What follows belongs to an exercise in optimizing a design on an open flow for small area and a short achievable clock period; a production flow would make more cautious choices. At most, simulation tests tie the RTL to the original design; equivalence was not proved. No activity file was given, so power comes from the tool's default toggle rates.

==> run H: inputs <==
==> flow/design.v (excerpt) <==
module vedicmult_16bit(input [15:0] a, b,
input clk, reset,
output reg [31:0] out);
Settings: LEC_CHECK=0, CAP_MARGIN=20, CORE_MARGIN=2, CORE_UTILIZATION=40, CTS_BUF_LIST=sky130_fd_sc_hd__clkbuf_4, CTS_CLUSTER_SIZE=8, SLEW_MARGIN=20, SYNTH_HIERARCHICAL=1, SYNTH_MINIMUM_KEEP_SIZE=0; clock period 17.0 ns.
standard.sh (not shown) runs the stock make flow with config.mk's settings and CLKGATE_MAP_FILE= SYNTH_SCRIPT=/design/flow/synth_recipe.tcl, a recipe that flattens the netlist after the stock synthesis.
==> flow/flow/run.sh <==
#!/bin/bash
# Own layout flow: the standard ORFS flow (standard.sh), with the input and
# output port buffers made of plain buf_2 cells (the default picks a delay cell);
# the output buffers are then cut down to buf_1 before detailed placement.
set -euo pipefail
export BUFFER_PORTS_ARGS="-buffer_cell sky130_fd_sc_hd__buf_2"
export PRE_FLOORPLAN_TCL="$PWD/flow/pre_floorplan.tcl"
export PRE_DETAIL_PLACE_TCL="$PWD/flow/pre_detail_place.tcl"
export SETUP_SLACK_MARGIN=8.8
bash standard.sh > standard.log 2>&1
==> flow/flow/pre_detail_place.tcl <==
# Output ports drive only the 10 fF pin load and have ample slack: their port
# buffers can be the smallest buffer.
set n 0
foreach inst [[ord::get_db_block] getInsts] {
  set m [[$inst getMaster] getName]
  set name [$inst getName]
  if { $m eq "sky130_fd_sc_hd__buf_2" && [string match "output*" $name] } {
    replace_cell [get_cells $name] sky130_fd_sc_hd__buf_1
    incr n
  }
}
puts "pre_detail_place: resized $n output buffers"
==> flow/flow/pre_floorplan.tcl <==
# Synthesis (abc) maps each Booth selector to an a22oi_2; the _1 cell is the
# same function in less area and easily drives the single gate it feeds.
set swaps {sky130_fd_sc_hd__a22oi_2 sky130_fd_sc_hd__a22oi_1}
set n 0
foreach inst [[ord::get_db_block] getInsts] {
  set m [[$inst getMaster] getName]
  if { [dict exists $swaps $m] } {
    replace_cell [get_cells [$inst getName]] [dict get $swaps $m]
    incr n
  }
}
puts "pre_floorplan: resized $n cells"
==> run G (differences from run H) <==
--- a/flow/design.v
+++ b/flow/design.v
@@ -1242,19 +1242,19 @@
 FA u_s153 (.x(s51), .y(s47), .z(s49), .s(s153), .c(c154));
 FA u_s155 (.x(c50), .y(c46), .z(c48), .s(s155), .c(c156));
 FA u_s157 (.x(s53), .y(c52), .z(s3), .s(s157), .c(c158));
 FA u_s159 (.x(s59), .y(s55), .z(s57), .s(s159), .c(c160));
 FA u_s161 (.x(c58), .y(c54), .z(c56), .s(s161), .c(c162));
 FA u_s163 (.x(s63), .y(s9), .z(s61), .s(s163), .c(c164));
-FA u_s165 (.x(s67), .y(s65), .z(c60), .s(s165), .c(c166));
+FA u_s165 (.x(s67), .y(c60), .z(s65), .s(s165), .c(c166));
 FA u_s167 (.x(s15), .y(c62), .z(c64), .s(s167), .c(c168));
 FA u_s169 (.x(c66), .y(s69), .z(s71), .s(s169), .c(c170));
 FA u_s171 (.x(s75), .y(s73), .z(c68), .s(s171), .c(c172));
 FA u_s173 (.x(s21), .y(c70), .z(c72), .s(s173), .c(c174));
-FA u_s175 (.x(s81), .y(s77), .z(s79), .s(s175), .c(c176));
-FA u_s177 (.x(s83), .y(c74), .z(c76), .s(s177), .c(c178));
+FA u_s175 (.x(c74), .y(s77), .z(s79), .s(s175), .c(c176));
+FA u_s177 (.x(s83), .y(s81), .z(c76), .s(s177), .c(c178));
 FA u_s179 (.x(s23), .y(c78), .z(c80), .s(s179), .c(c180));
 FA u_s181 (.x(s89), .y(s85), .z(s87), .s(s181), .c(c182));
 FA u_s183 (.x(s91), .y(c82), .z(c84), .s(s183), .c(c184));
 FA u_s185 (.x(c88), .y(c24), .z(c86), .s(s185), .c(c186));
 FA u_s187 (.x(s95), .y(c90), .z(s93), .s(s187), .c(c188));
 FA u_s189 (.x(c92), .y(s97), .z(s99), .s(s189), .c(c190));
@@ -1287,36 +1287,36 @@
 FA u_s239 (.x(c122), .y(c124), .z(c120), .s(s239), .c(c240));
 FA u_s241 (.x(s129), .y(s125), .z(s127), .s(s241), .c(c242));
 FA u_s243 (.x(s131), .y(c126), .z(c128), .s(s243), .c(c244));
 FA u_s245 (.x(s135), .y(s133), .z(c130), .s(s245), .c(c246));
 FA u_s247 (.x(s137), .y(c132), .z(c134), .s(s247), .c(c248));
 FA u_s249 (.x(s141), .y(s139), .z(c136), .s(s249), .c(c250));
-FA u_s251 (.x(c140), .y(c138), .z(s143), .s(s251), .c(c252));
+FA u_s251 (.x(s143), .y(c138), .z(c140), .s(s251), .c(c252));
 FA u_s253 (.x(s147), .y(s145), .z(c142), .s(s253), .c(c254));
 FA u_s255 (.x(s149), .y(c144), .z(c146), .s(s255), .c(c256));
 FA u_s257 (.x(s153), .y(c148), .z(s151), .s(s257), .c(c258));
 FA u_s259 (.x(s155), .y(c150), .z(c152), .s(s259), .c(c260));
 FA u_s261 (.x(s159), .y(c154), .z(s157), .s(s261), .c(c262));
 FA u_s263 (.x(c158), .y(c156), .z(s161), .s(s263), .c(c264));
 FA u_s265 (.x(s165), .y(s163), .z(c160), .s(s265), .c(c266));
 FA u_s267 (.x(s167), .y(c162), .z(c164), .s(s267), .c(c268));
 FA u_s269 (.x(s171), .y(s169), .z(c166), .s(s269), .c(c270));
-FA u_s271 (.x(c170), .y(c168), .z(s173), .s(s271), .c(c272));
+FA u_s271 (.x(s173), .y(c168), .z(c170), .s(s271), .c(c272));
 FA u_s273 (.x(s177), .y(s175), .z(c172), .s(s273), .c(c274));
 FA u_s275 (.x(s181), .y(c174), .z(s179), .s(s275), .c(c276));
 FA u_s277 (.x(s183), .y(c176), .z(c178), .s(s277), .c(c278));
 FA u_s279 (.x(c182), .y(c180), .z(s185), .s(s279), .c(c280));
-FA u_s281 (.x(c184), .y(s187), .z(s189), .s(s281), .c(c282));
+FA u_s281 (.x(s189), .y(s187), .z(c184), .s(s281), .c(c282));
 FA u_s283 (.x(s193), .y(c186), .z(s191), .s(s283), .c(c284));
 FA u_s285 (.x(c190), .y(c188), .z(s195), .s(s285), .c(c286));
 FA u_s287 (.x(c194), .y(s197), .z(c192), .s(s287), .c(c288));
 FA u_s289 (.x(s201), .y(s199), .z(c196), .s(s289), .c(c290));
 FA u_s291 (.x(s205), .y(c198), .z(s203), .s(s291), .c(c292));
 FA u_s293 (.x(s207), .y(c200), .z(c202), .s(s293), .c(c294));
 FA u_s295 (.x(s209), .y(c204), .z(c206), .s(s295), .c(c296));
-FA u_s297 (.x(c208), .y(s211), .z(s213), .s(s297), .c(c298));
+FA u_s297 (.x(s213), .y(s211), .z(c208), .s(s297), .c(c298));
 FA u_s299 (.x(c212), .y(pp15_9), .z(c210), .s(s299), .c(c300));
 FA u_s301 (.x(c214), .y(s215), .z(s217), .s(s301), .c(c302));
 FA u_s303 (.x(pp15_10), .y(pp13_12), .z(pp14_11), .s(s303), .c(c304));
 FA u_s305 (.x(s219), .y(c216), .z(c218), .s(s305), .c(c306));
 FA u_s307 (.x(pp13_13), .y(pp11_15), .z(pp12_14), .s(s307), .c(c308));
 FA u_s309 (.x(c220), .y(pp14_12), .z(pp15_11), .s(s309), .c(c310));
@@ -1330,25 +1330,25 @@
 FA u_s323 (.x(c234), .y(c232), .z(s235), .s(s323), .c(c324));
 FA u_s325 (.x(c238), .y(c236), .z(s239), .s(s325), .c(c326));
 FA u_s327 (.x(c242), .y(c240), .z(s243), .s(s327), .c(c328));
 FA u_s329 (.x(c246), .y(c244), .z(s247), .s(s329), .c(c330));
 FA u_s331 (.x(c250), .y(c248), .z(s251), .s(s331), .c(c332));
 FA u_s333 (.x(c254), .y(c252), .z(s255), .s(s333), .c(c334));
-FA u_s335 (.x(s259), .y(c256), .z(c258), .s(s335), .c(c336));
+FA u_s335 (.x(c258), .y(c256), .z(s259), .s(s335), .c(c336));
 FA u_s337 (.x(c262), .y(c260), .z(s263), .s(s337), .c(c338));
 FA u_s339 (.x(c266), .y(c264), .z(s267), .s(s339), .c(c340));
 FA u_s341 (.x(c270), .y(c268), .z(s271), .s(s341), .c(c342));
 FA u_s343 (.x(c274), .y(c272), .z(s275), .s(s343), .c(c344));
 FA u_s345 (.x(c278), .y(c276), .z(s279), .s(s345), .c(c346));
 FA u_s347 (.x(s285), .y(c280), .z(s283), .s(s347), .c(c348));
 FA u_s349 (.x(s289), .y(c284), .z(s287), .s(s349), .c(c350));
 FA u_s351 (.x(c290), .y(s291), .z(c288), .s(s351), .c(c352));
 FA u_s353 (.x(c294), .y(c292), .z(s295), .s(s353), .c(c354));
 FA u_s355 (.x(s301), .y(c296), .z(s299), .s(s355), .c(c356));
 FA u_s357 (.x(s305), .y(s303), .z(c300), .s(s357), .c(c358));
-FA u_s359 (.x(s309), .y(c304), .z(s307), .s(s359), .c(c360));
+FA u_s359 (.x(c306), .y(c304), .z(s307), .s(s359), .c(c360));
 FA u_s361 (.x(s311), .y(pp15_12), .z(c308), .s(s361), .c(c362));
 FA u_s363 (.x(pp15_13), .y(pp13_15), .z(pp14_14), .s(s363), .c(c364));
 XN2 u_s365 (.x(pp0_2), .y(pp1_1), .o(s365));
 OR2 u_c366 (.x(pp0_2), .y(pp1_1), .o(c366));
 FA u_s367 (.x(s313), .y(pp2_1), .z(pp3_0), .s(s367), .c(c368));
 FA u_s369 (.x(s315), .y(c314), .z(s221), .s(s369), .c(c370));
@@ -1364,19 +1364,19 @@
 FA u_s389 (.x(s335), .y(s261), .z(c334), .s(s389), .c(c390));
 FA u_s391 (.x(s337), .y(c336), .z(s265), .s(s391), .c(c392));
 FA u_s393 (.x(s339), .y(s269), .z(c338), .s(s393), .c(c394));
 FA u_s395 (.x(s341), .y(s273), .z(c340), .s(s395), .c(c396));
 FA u_s397 (.x(s343), .y(s277), .z(c342), .s(s397), .c(c398));
 FA u_s399 (.x(s345), .y(s281), .z(c344), .s(s399), .c(c400));
-FA u_s401 (.x(c346), .y(c282), .z(s347), .s(s401), .c(c402));
+FA u_s401 (.x(s347), .y(c282), .z(c346), .s(s401), .c(c402));
 FA u_s403 (.x(c348), .y(c286), .z(s349), .s(s403), .c(c404));
 FA u_s405 (.x(c350), .y(s293), .z(s351), .s(s405), .c(c406));
 FA u_s407 (.x(s353), .y(s297), .z(c352), .s(s407), .c(c408));
 FA u_s409 (.x(c354), .y(c298), .z(s355), .s(s409), .c(c410));
 FA u_s411 (.x(c356), .y(c302), .z(s357), .s(s411), .c(c412));
-FA u_s413 (.x(c358), .y(c306), .z(s359), .s(s413), .c(c414));
+FA u_s413 (.x(s359), .y(s309), .z(c358), .s(s413), .c(c414));
 FA u_s415 (.x(c360), .y(c310), .z(s361), .s(s415), .c(c416));
 FA u_s417 (.x(c362), .y(c312), .z(s363), .s(s417), .c(c418));
 FA u_s419 (.x(c364), .y(pp14_15), .z(pp15_14), .s(s419), .c(c420));
 XN2 u_s421 (.x(pp0_1), .y(pp1_0), .o(s421));
 OR2 u_c422 (.x(pp0_1), .y(pp1_0), .o(c422));
 FA u_s423 (.x(c422), .y(pp2_0), .z(s365), .s(s423), .c(c424));
- CORE_UTILIZATION: 40 -> 75
- CTS_BUF_LIST: sky130_fd_sc_hd__clkbuf_4 -> sky130_fd_sc_hd__clkbuf_8
==> flow_metrics.py <==
metrics = {
    "global_routing": {
        "met3_usage_pct": 8.63,
        "grt_pass1_vias": 6380,
    },
    "worst_setup_path": {
        "crit_chain": "buf_4, nand2_1, or2_1, fa_1, fa_1, fa_1, fa_1, fa_1, xor2_1, and4_1, nor3b_2, a21boi_4, o21a_2, o211a_1, o21bai_1, xnor2_1, nor2_1",
    },
    "detailed_routing": {
        "num_vias": 5759,
        "viasPerCell": 6.36,
        "met1_length_mm": 6.25,
    },
    "status": {
        "outcome": "finished clean",
    },
    "power_and_ir_drop": {
        "power.switching_mw": 0.852,
    },
}
# the run above: run G

==> flow_metrics.py <==
metrics = {
    "sta": {
        "fin_ws_ns": 9.01,
    },
    "global_routing": {
        "met3_usage_pct": 4.12,
        "grt_pass1_vias": 5702,
    },
    "detailed_routing": {
        "met1_length_mm": 7.81,
        "num_vias": 5265,
    },
    "power_and_ir_drop": {
        "clkPwrFrac_pct": 3.2,
        "power.switching_mw": 0.794,
    },
    "worst_setup_path": {
        "crit_chain": "clkbuf_4, nand2_1, fa_1, fa_1, fa_1, fa_1, fa_1, fa_1, xor2_2, nand4_1, or2_2, o21a_2, o211a_1, o31ai_1, xnor2_1, nor2_1",
    },
    "cells_and_area": {
        "clk_share_pct": 0.803,
    },
    "yosys": {
        "synth_top_family_by_area": "adder cells",
    },
    "status": {
        "outcome": "finished clean",
    },
}
# the run above: run H

Function was not checked in any run of this note: the RTL went through the layout flow alone.

========
==> job 2968: inputs <==
vedicmult_16bit with an RTL version that a note above also has.
export LEC_CHECK = 0
export CAP_MARGIN = 20
export CORE_MARGIN = 2
export CORE_UTILIZATION = 40
export CTS_BUF_LIST = sky130_fd_sc_hd__clkbuf_8
export CTS_CLUSTER_SIZE = 8
export SLEW_MARGIN = 20
export SYNTH_HIERARCHICAL = 1
export SYNTH_MINIMUM_KEEP_SIZE = 0
create_clock -name core_clock -period 17.0 [get_ports {clk}]
Scripts as last shown in full above: flow/flow/run.sh, flow/flow/pre_detail_place.tcl, flow/flow/pre_floorplan.tcl
==> job 1822: changes against job 2968 <==
- CORE_UTILIZATION: 40 -> 60
==> job 352: changes against job 2968 <==
--- a/flow/design.v
+++ b/flow/design.v
@@ -1242,19 +1242,19 @@
 FA u_s153 (.x(s51), .y(s47), .z(s49), .s(s153), .c(c154));
 FA u_s155 (.x(c50), .y(c46), .z(c48), .s(s155), .c(c156));
 FA u_s157 (.x(s53), .y(c52), .z(s3), .s(s157), .c(c158));
 FA u_s159 (.x(s59), .y(s55), .z(s57), .s(s159), .c(c160));
 FA u_s161 (.x(c58), .y(c54), .z(c56), .s(s161), .c(c162));
 FA u_s163 (.x(s63), .y(s9), .z(s61), .s(s163), .c(c164));
-FA u_s165 (.x(s67), .y(c60), .z(s65), .s(s165), .c(c166));
+FA u_s165 (.x(s67), .y(s65), .z(c60), .s(s165), .c(c166));
 FA u_s167 (.x(s15), .y(c62), .z(c64), .s(s167), .c(c168));
 FA u_s169 (.x(c66), .y(s69), .z(s71), .s(s169), .c(c170));
 FA u_s171 (.x(s75), .y(s73), .z(c68), .s(s171), .c(c172));
 FA u_s173 (.x(s21), .y(c70), .z(c72), .s(s173), .c(c174));
-FA u_s175 (.x(c74), .y(s77), .z(s79), .s(s175), .c(c176));
-FA u_s177 (.x(s83), .y(s81), .z(c76), .s(s177), .c(c178));
+FA u_s175 (.x(s81), .y(s77), .z(s79), .s(s175), .c(c176));
+FA u_s177 (.x(s83), .y(c74), .z(c76), .s(s177), .c(c178));
 FA u_s179 (.x(s23), .y(c78), .z(c80), .s(s179), .c(c180));
 FA u_s181 (.x(s89), .y(s85), .z(s87), .s(s181), .c(c182));
 FA u_s183 (.x(s91), .y(c82), .z(c84), .s(s183), .c(c184));
 FA u_s185 (.x(c88), .y(c24), .z(c86), .s(s185), .c(c186));
 FA u_s187 (.x(s95), .y(c90), .z(s93), .s(s187), .c(c188));
 FA u_s189 (.x(c92), .y(s97), .z(s99), .s(s189), .c(c190));
@@ -1287,36 +1287,36 @@
 FA u_s239 (.x(c122), .y(c124), .z(c120), .s(s239), .c(c240));
 FA u_s241 (.x(s129), .y(s125), .z(s127), .s(s241), .c(c242));
 FA u_s243 (.x(s131), .y(c126), .z(c128), .s(s243), .c(c244));
 FA u_s245 (.x(s135), .y(s133), .z(c130), .s(s245), .c(c246));
 FA u_s247 (.x(s137), .y(c132), .z(c134), .s(s247), .c(c248));
 FA u_s249 (.x(s141), .y(s139), .z(c136), .s(s249), .c(c250));
-FA u_s251 (.x(s143), .y(c138), .z(c140), .s(s251), .c(c252));
+FA u_s251 (.x(c140), .y(c138), .z(s143), .s(s251), .c(c252));
 FA u_s253 (.x(s147), .y(s145), .z(c142), .s(s253), .c(c254));
 FA u_s255 (.x(s149), .y(c144), .z(c146), .s(s255), .c(c256));
 FA u_s257 (.x(s153), .y(c148), .z(s151), .s(s257), .c(c258));
 FA u_s259 (.x(s155), .y(c150), .z(c152), .s(s259), .c(c260));
 FA u_s261 (.x(s159), .y(c154), .z(s157), .s(s261), .c(c262));
 FA u_s263 (.x(c158), .y(c156), .z(s161), .s(s263), .c(c264));
 FA u_s265 (.x(s165), .y(s163), .z(c160), .s(s265), .c(c266));
 FA u_s267 (.x(s167), .y(c162), .z(c164), .s(s267), .c(c268));
 FA u_s269 (.x(s171), .y(s169), .z(c166), .s(s269), .c(c270));
-FA u_s271 (.x(s173), .y(c168), .z(c170), .s(s271), .c(c272));
+FA u_s271 (.x(c170), .y(c168), .z(s173), .s(s271), .c(c272));
 FA u_s273 (.x(s177), .y(s175), .z(c172), .s(s273), .c(c274));
 FA u_s275 (.x(s181), .y(c174), .z(s179), .s(s275), .c(c276));
 FA u_s277 (.x(s183), .y(c176), .z(c178), .s(s277), .c(c278));
 FA u_s279 (.x(c182), .y(c180), .z(s185), .s(s279), .c(c280));
-FA u_s281 (.x(s189), .y(s187), .z(c184), .s(s281), .c(c282));
+FA u_s281 (.x(c184), .y(s187), .z(s189), .s(s281), .c(c282));
 FA u_s283 (.x(s193), .y(c186), .z(s191), .s(s283), .c(c284));
 FA u_s285 (.x(c190), .y(c188), .z(s195), .s(s285), .c(c286));
 FA u_s287 (.x(c194), .y(s197), .z(c192), .s(s287), .c(c288));
 FA u_s289 (.x(s201), .y(s199), .z(c196), .s(s289), .c(c290));
 FA u_s291 (.x(s205), .y(c198), .z(s203), .s(s291), .c(c292));
 FA u_s293 (.x(s207), .y(c200), .z(c202), .s(s293), .c(c294));
 FA u_s295 (.x(s209), .y(c204), .z(c206), .s(s295), .c(c296));
-FA u_s297 (.x(s213), .y(s211), .z(c208), .s(s297), .c(c298));
+FA u_s297 (.x(c208), .y(s211), .z(s213), .s(s297), .c(c298));
 FA u_s299 (.x(c212), .y(pp15_9), .z(c210), .s(s299), .c(c300));
 FA u_s301 (.x(c214), .y(s215), .z(s217), .s(s301), .c(c302));
 FA u_s303 (.x(pp15_10), .y(pp13_12), .z(pp14_11), .s(s303), .c(c304));
 FA u_s305 (.x(s219), .y(c216), .z(c218), .s(s305), .c(c306));
 FA u_s307 (.x(pp13_13), .y(pp11_15), .z(pp12_14), .s(s307), .c(c308));
 FA u_s309 (.x(c220), .y(pp14_12), .z(pp15_11), .s(s309), .c(c310));
@@ -1330,25 +1330,25 @@
 FA u_s323 (.x(c234), .y(c232), .z(s235), .s(s323), .c(c324));
 FA u_s325 (.x(c238), .y(c236), .z(s239), .s(s325), .c(c326));
 FA u_s327 (.x(c242), .y(c240), .z(s243), .s(s327), .c(c328));
 FA u_s329 (.x(c246), .y(c244), .z(s247), .s(s329), .c(c330));
 FA u_s331 (.x(c250), .y(c248), .z(s251), .s(s331), .c(c332));
 FA u_s333 (.x(c254), .y(c252), .z(s255), .s(s333), .c(c334));
-FA u_s335 (.x(c258), .y(c256), .z(s259), .s(s335), .c(c336));
+FA u_s335 (.x(s259), .y(c256), .z(c258), .s(s335), .c(c336));
 FA u_s337 (.x(c262), .y(c260), .z(s263), .s(s337), .c(c338));
 FA u_s339 (.x(c266), .y(c264), .z(s267), .s(s339), .c(c340));
 FA u_s341 (.x(c270), .y(c268), .z(s271), .s(s341), .c(c342));
 FA u_s343 (.x(c274), .y(c272), .z(s275), .s(s343), .c(c344));
 FA u_s345 (.x(c278), .y(c276), .z(s279), .s(s345), .c(c346));
 FA u_s347 (.x(s285), .y(c280), .z(s283), .s(s347), .c(c348));
 FA u_s349 (.x(s289), .y(c284), .z(s287), .s(s349), .c(c350));
 FA u_s351 (.x(c290), .y(s291), .z(c288), .s(s351), .c(c352));
 FA u_s353 (.x(c294), .y(c292), .z(s295), .s(s353), .c(c354));
 FA u_s355 (.x(s301), .y(c296), .z(s299), .s(s355), .c(c356));
 FA u_s357 (.x(s305), .y(s303), .z(c300), .s(s357), .c(c358));
-FA u_s359 (.x(c306), .y(c304), .z(s307), .s(s359), .c(c360));
+FA u_s359 (.x(s309), .y(c304), .z(s307), .s(s359), .c(c360));
 FA u_s361 (.x(s311), .y(pp15_12), .z(c308), .s(s361), .c(c362));
 FA u_s363 (.x(pp15_13), .y(pp13_15), .z(pp14_14), .s(s363), .c(c364));
 XN2 u_s365 (.x(pp0_2), .y(pp1_1), .o(s365));
 OR2 u_c366 (.x(pp0_2), .y(pp1_1), .o(c366));
 FA u_s367 (.x(s313), .y(pp2_1), .z(pp3_0), .s(s367), .c(c368));
 FA u_s369 (.x(s315), .y(c314), .z(s221), .s(s369), .c(c370));
@@ -1364,19 +1364,19 @@
 FA u_s389 (.x(s335), .y(s261), .z(c334), .s(s389), .c(c390));
 FA u_s391 (.x(s337), .y(c336), .z(s265), .s(s391), .c(c392));
 FA u_s393 (.x(s339), .y(s269), .z(c338), .s(s393), .c(c394));
 FA u_s395 (.x(s341), .y(s273), .z(c340), .s(s395), .c(c396));
 FA u_s397 (.x(s343), .y(s277), .z(c342), .s(s397), .c(c398));
 FA u_s399 (.x(s345), .y(s281), .z(c344), .s(s399), .c(c400));
-FA u_s401 (.x(s347), .y(c282), .z(c346), .s(s401), .c(c402));
+FA u_s401 (.x(c346), .y(c282), .z(s347), .s(s401), .c(c402));
 FA u_s403 (.x(c348), .y(c286), .z(s349), .s(s403), .c(c404));
 FA u_s405 (.x(c350), .y(s293), .z(s351), .s(s405), .c(c406));
 FA u_s407 (.x(s353), .y(s297), .z(c352), .s(s407), .c(c408));
 FA u_s409 (.x(c354), .y(c298), .z(s355), .s(s409), .c(c410));
 FA u_s411 (.x(c356), .y(c302), .z(s357), .s(s411), .c(c412));
-FA u_s413 (.x(s359), .y(s309), .z(c358), .s(s413), .c(c414));
+FA u_s413 (.x(c358), .y(c306), .z(s359), .s(s413), .c(c414));
 FA u_s415 (.x(c360), .y(c310), .z(s361), .s(s415), .c(c416));
 FA u_s417 (.x(c362), .y(c312), .z(s363), .s(s417), .c(c418));
 FA u_s419 (.x(c364), .y(pp14_15), .z(pp15_14), .s(s419), .c(c420));
 XN2 u_s421 (.x(pp0_1), .y(pp1_0), .o(s421));
 OR2 u_c422 (.x(pp0_1), .y(pp1_0), .o(c422));
 FA u_s423 (.x(c422), .y(pp2_0), .z(s365), .s(s423), .c(c424));
@@ -1591,81 +1591,16 @@
 XN2 u_o634 (.x(p473), .y(g598), .o(o634));
 XN2 u_o635 (.x(p475), .y(g600), .o(o635));
 XN2 u_o636 (.x(p477), .y(g602), .o(o636));
 XN2 u_o637 (.x(p479), .y(g604), .o(o637));
 XN2 u_o638 (.x(p481), .y(g606), .o(o638));
 XN2 u_o639 (.x(p482), .y(g608), .o(o639));
-wire rn640;
-wire d641;
-wire d642;
-wire d643;
-wire d644;
-wire d645;
-wire d646;
-wire d647;
-wire d648;
-wire d649;
-wire d650;
-wire d651;
-wire d652;
-wire d653;
-wire d654;
-wire d655;
-wire d656;
-wire d657;
-wire d658;
-wire d659;
-wire d660;
-wire d661;
-wire d662;
-wire d663;
-wire d664;
-wire d665;
-wire d666;
-wire d667;
-wire d668;
-wire d669;
-wire d670;
-wire d671;
-wire d672;
-INV1 u_rn640 (.x(reset), .o(rn640));
-NOR2M u_d641 (.x(pp0_0), .y(rn640), .o(d641));
-NOR2M u_d642 (.x(s421), .y(rn640), .o(d642));
-NOR2M u_d643 (.x(s423), .y(rn640), .o(d643));
-NOR2M u_d644 (.x(s425), .y(rn640), .o(d644));
-NOR2M u_d645 (.x(o612), .y(rn640), .o(d645));
-NOR2M u_d646 (.x(o613), .y(rn640), .o(d646));
-NOR2M u_d647 (.x(o614), .y(rn640), .o(d647));
-NOR2M u_d648 (.x(o615), .y(rn640), .o(d648));
-NOR2M u_d649 (.x(o616), .y(rn640), .o(d649));
-NOR2M u_d650 (.x(o617), .y(rn640), .o(d650));
-NOR2M u_d651 (.x(o618), .y(rn640), .o(d651));
-NOR2M u_d652 (.x(o619), .y(rn640), .o(d652));
-NOR2M u_d653 (.x(o620), .y(rn640), .o(d653));
-NOR2M u_d654 (.x(o621), .y(rn640), .o(d654));
-NOR2M u_d655 (.x(o622), .y(rn640), .o(d655));
-NOR2M u_d656 (.x(o623), .y(rn640), .o(d656));
-NOR2M u_d657 (.x(o624), .y(rn640), .o(d657));
-NOR2M u_d658 (.x(o625), .y(rn640), .o(d658));
-NOR2M u_d659 (.x(o626), .y(rn640), .o(d659));
-NOR2M u_d660 (.x(o627), .y(rn640), .o(d660));
-NOR2M u_d661 (.x(o628), .y(rn640), .o(d661));
-NOR2M u_d662 (.x(o629), .y(rn640), .o(d662));
-NOR2M u_d663 (.x(o630), .y(rn640), .o(d663));
-NOR2M u_d664 (.x(o631), .y(rn640), .o(d664));
-NOR2M u_d665 (.x(o632), .y(rn640), .o(d665));
-NOR2M u_d666 (.x(o633), .y(rn640), .o(d666));
-NOR2M u_d667 (.x(o634), .y(rn640), .o(d667));
-NOR2M u_d668 (.x(o635), .y(rn640), .o(d668));
-NOR2M u_d669 (.x(o636), .y(rn640), .o(d669));
-NOR2M u_d670 (.x(o637), .y(rn640), .o(d670));
-NOR2M u_d671 (.x(o638), .y(rn640), .o(d671));
-NOR2M u_d672 (.x(o639), .y(rn640), .o(d672));
-wire [31:0] prod = {d672, d671, d670, d669, d668, d667, d666, d665, d664, d663, d662, d661, d660, d659, d658, d657, d656, d655, d654, d653, d652, d651, d650, d649, d648, d647, d646, d645, d644, d643, d642, d641};
+wire [31:0] prod = {~o639, ~o638, ~o637, ~o636, ~o635, ~o634, ~o633, ~o632, ~o631, ~o630, ~o629, ~o628, ~o627, ~o626, ~o625, ~o624, ~o623, ~o622, ~o621, ~o620, ~o619, ~o618, ~o617, ~o616, ~o615, ~o614, ~o613, ~o612, ~s425, ~s423, ~s421, ~pp0_0};
 always @(posedge clk) begin
-  out <= prod;
+  if (reset) out <= prod;
+  else out <= 32'd0;
 end
 endmodule
 module FA(input x, y, z, output s, c);
 assign s = x ^ y ^ z;
 assign c = (x & y) | (x & z) | (y & z);
 endmodule
@@ -1678,12 +1613,6 @@
 module X2(input x, y, output o);
 assign o = x ^ y;
 endmodule
 module NR2(input x, y, output o);
 assign o = ~(x | y);
 endmodule
-module NOR2M(input x, y, output o);
-assign o = ~(x | y);
-endmodule
-module INV1(input x, output o);
-assign o = ~x;
-endmodule
==> flow/flow/run.sh (replaced) <==
#!/bin/bash
# Own layout flow: the standard ORFS flow (standard.sh) with these changes:
# - input and output port buffers are plain buf_2 cells (the default picks a
#   delay cell); the output ones are cut to buf_1 before detailed placement
#   (flow/pre_detail_place.tcl), as they drive only the pin load;
# - abc's a22oi_2 cells, if any, become a22oi_1 (flow/pre_floorplan.tcl).
# The clock period and all constraints are the design's.
set -euo pipefail
export BUFFER_PORTS_ARGS="-buffer_cell sky130_fd_sc_hd__buf_2"
export PRE_FLOORPLAN_TCL="$PWD/flow/pre_floorplan.tcl"
export PRE_DETAIL_PLACE_TCL="$PWD/flow/pre_detail_place.tcl"
bash standard.sh > standard.log 2>&1
- CTS_BUF_LIST: sky130_fd_sc_hd__clkbuf_8 -> sky130_fd_sc_hd__clkbuf_4
==> impl_metrics.yaml <==
floorplanning:
  initial_utilization: 0.407
  nWellTaps: 229
synth:
  ys_top_cells_by_count: "nand2_1 (261), fa_1 (197), clkbuf_1 (65), xnor2_1 (44), nor2b_1 (34)"
  synthTopCellsByArea: "fa_1 (54%), nand2_1 (13%), dfxtp_1 (8.8%)"
cells_and_area:
  nets: 1000
  final_cell_area_mm2: 0.00768
setup_path:
  critPathMaxStageDelay_ns: 0.54
  worstSetupEndpoint: "out[31]$_SDFF_PN0_"
run_status:
  status: "timing/DRC/antenna clean"
pwr:
  swShare: 0.506
drt:
  routed_via_density: 5.22
the above is filed under job 352

==> impl_metrics.yaml <==
run_status:
  status: "timing/DRC/antenna clean"
clock_network:
  cts_resized: 7
  cts_setup_buffers: 0
setup_path:
  critPathMaxStageDelay_ns: 0.60
  worstSetupEndpoint: "out[30]$_DFF_P_"
synth:
  ys_top_cells_by_count: "nand2_1 (264), fa_1 (197), clkbuf_1 (64), nor2_1 (61), xnor2_1 (44)"
  synthTopCellsByArea: "fa_1 (55%), nand2_1 (14%), dfxtp_1 (8.9%)"
cells_and_area:
  nets: 1010
floorplanning:
  initial_utilization: 0.622
pwr:
  swShare: 0.488
timing:
  setup_viol: 0
the above is filed under job 1822

==> impl_metrics.yaml <==
setup_path:
  worstSetupEndpoint: "out[29]$_DFF_P_"
  critPathMaxStageDelay_ns: 0.56
synth:
  synthTopCellsByArea: "fa_1 (55%), nand2_1 (14%), dfxtp_1 (8.9%)"
  ys_top_cells_by_count: "nand2_1 (264), fa_1 (197), clkbuf_1 (64), nor2_1 (61), xnor2_1 (44)"
floorplanning:
  initial_utilization: 0.411
  nWellTaps: 225
pwr:
  swShare: 0.499
cells_and_area:
  final_cell_area_mm2: 0.00776
  nets: 1006
run_status:
  status: "timing/DRC/antenna clean"
hold_path:
  worstHoldStart: "b[0]"
drt:
  routed_via_density: 5.26
the above is filed under job 2968

Only the layout flow was run in job 2968 and job 1822; the RTL was not checked for function there.

afterwards: timing with drivers on the ports:
In the flow no input, the clock included, has a driving cell. The finished layouts below were timed again as built, in two steps. Step 1 assumes that a clkbuf_16 drives the clock port and a buf_2 every other input. Step 2 also shifts input and output timing later by t, the mid clock arrival at the registers, as if the neighbouring blocks saw the same clock. a / b / c = no drivers / after step 1 / after step 2; a / b = the first two.
run	shift t [ns]	setup WS [ns]	clock arrival spread, ns	worst register clock-pin slew, ns
run H	0.406	9.007 / 8.999 / 8.592	0.010 / 0.011	0.13 / 0.13
run G	0.312	8.899 / 8.890 / 8.578	0.005 / 0.006	0.07 / 0.07
job 2968	0.338	8.994 / 9.005 / 8.667	0.009 / 0.009	0.08 / 0.08
job 1822	0.317	9.005 / 8.993 / 8.676	0.005 / 0.005	0.07 / 0.07
job 352	0.375	8.818 / 8.829 / 8.454	0.010 / 0.010	0.10 / 0.10
After both steps setup and hold are still met in every run listed. For run H, which loses most, drivers alone change the setup slack by -0.008 ns; drivers and shift together by -0.415 ns.
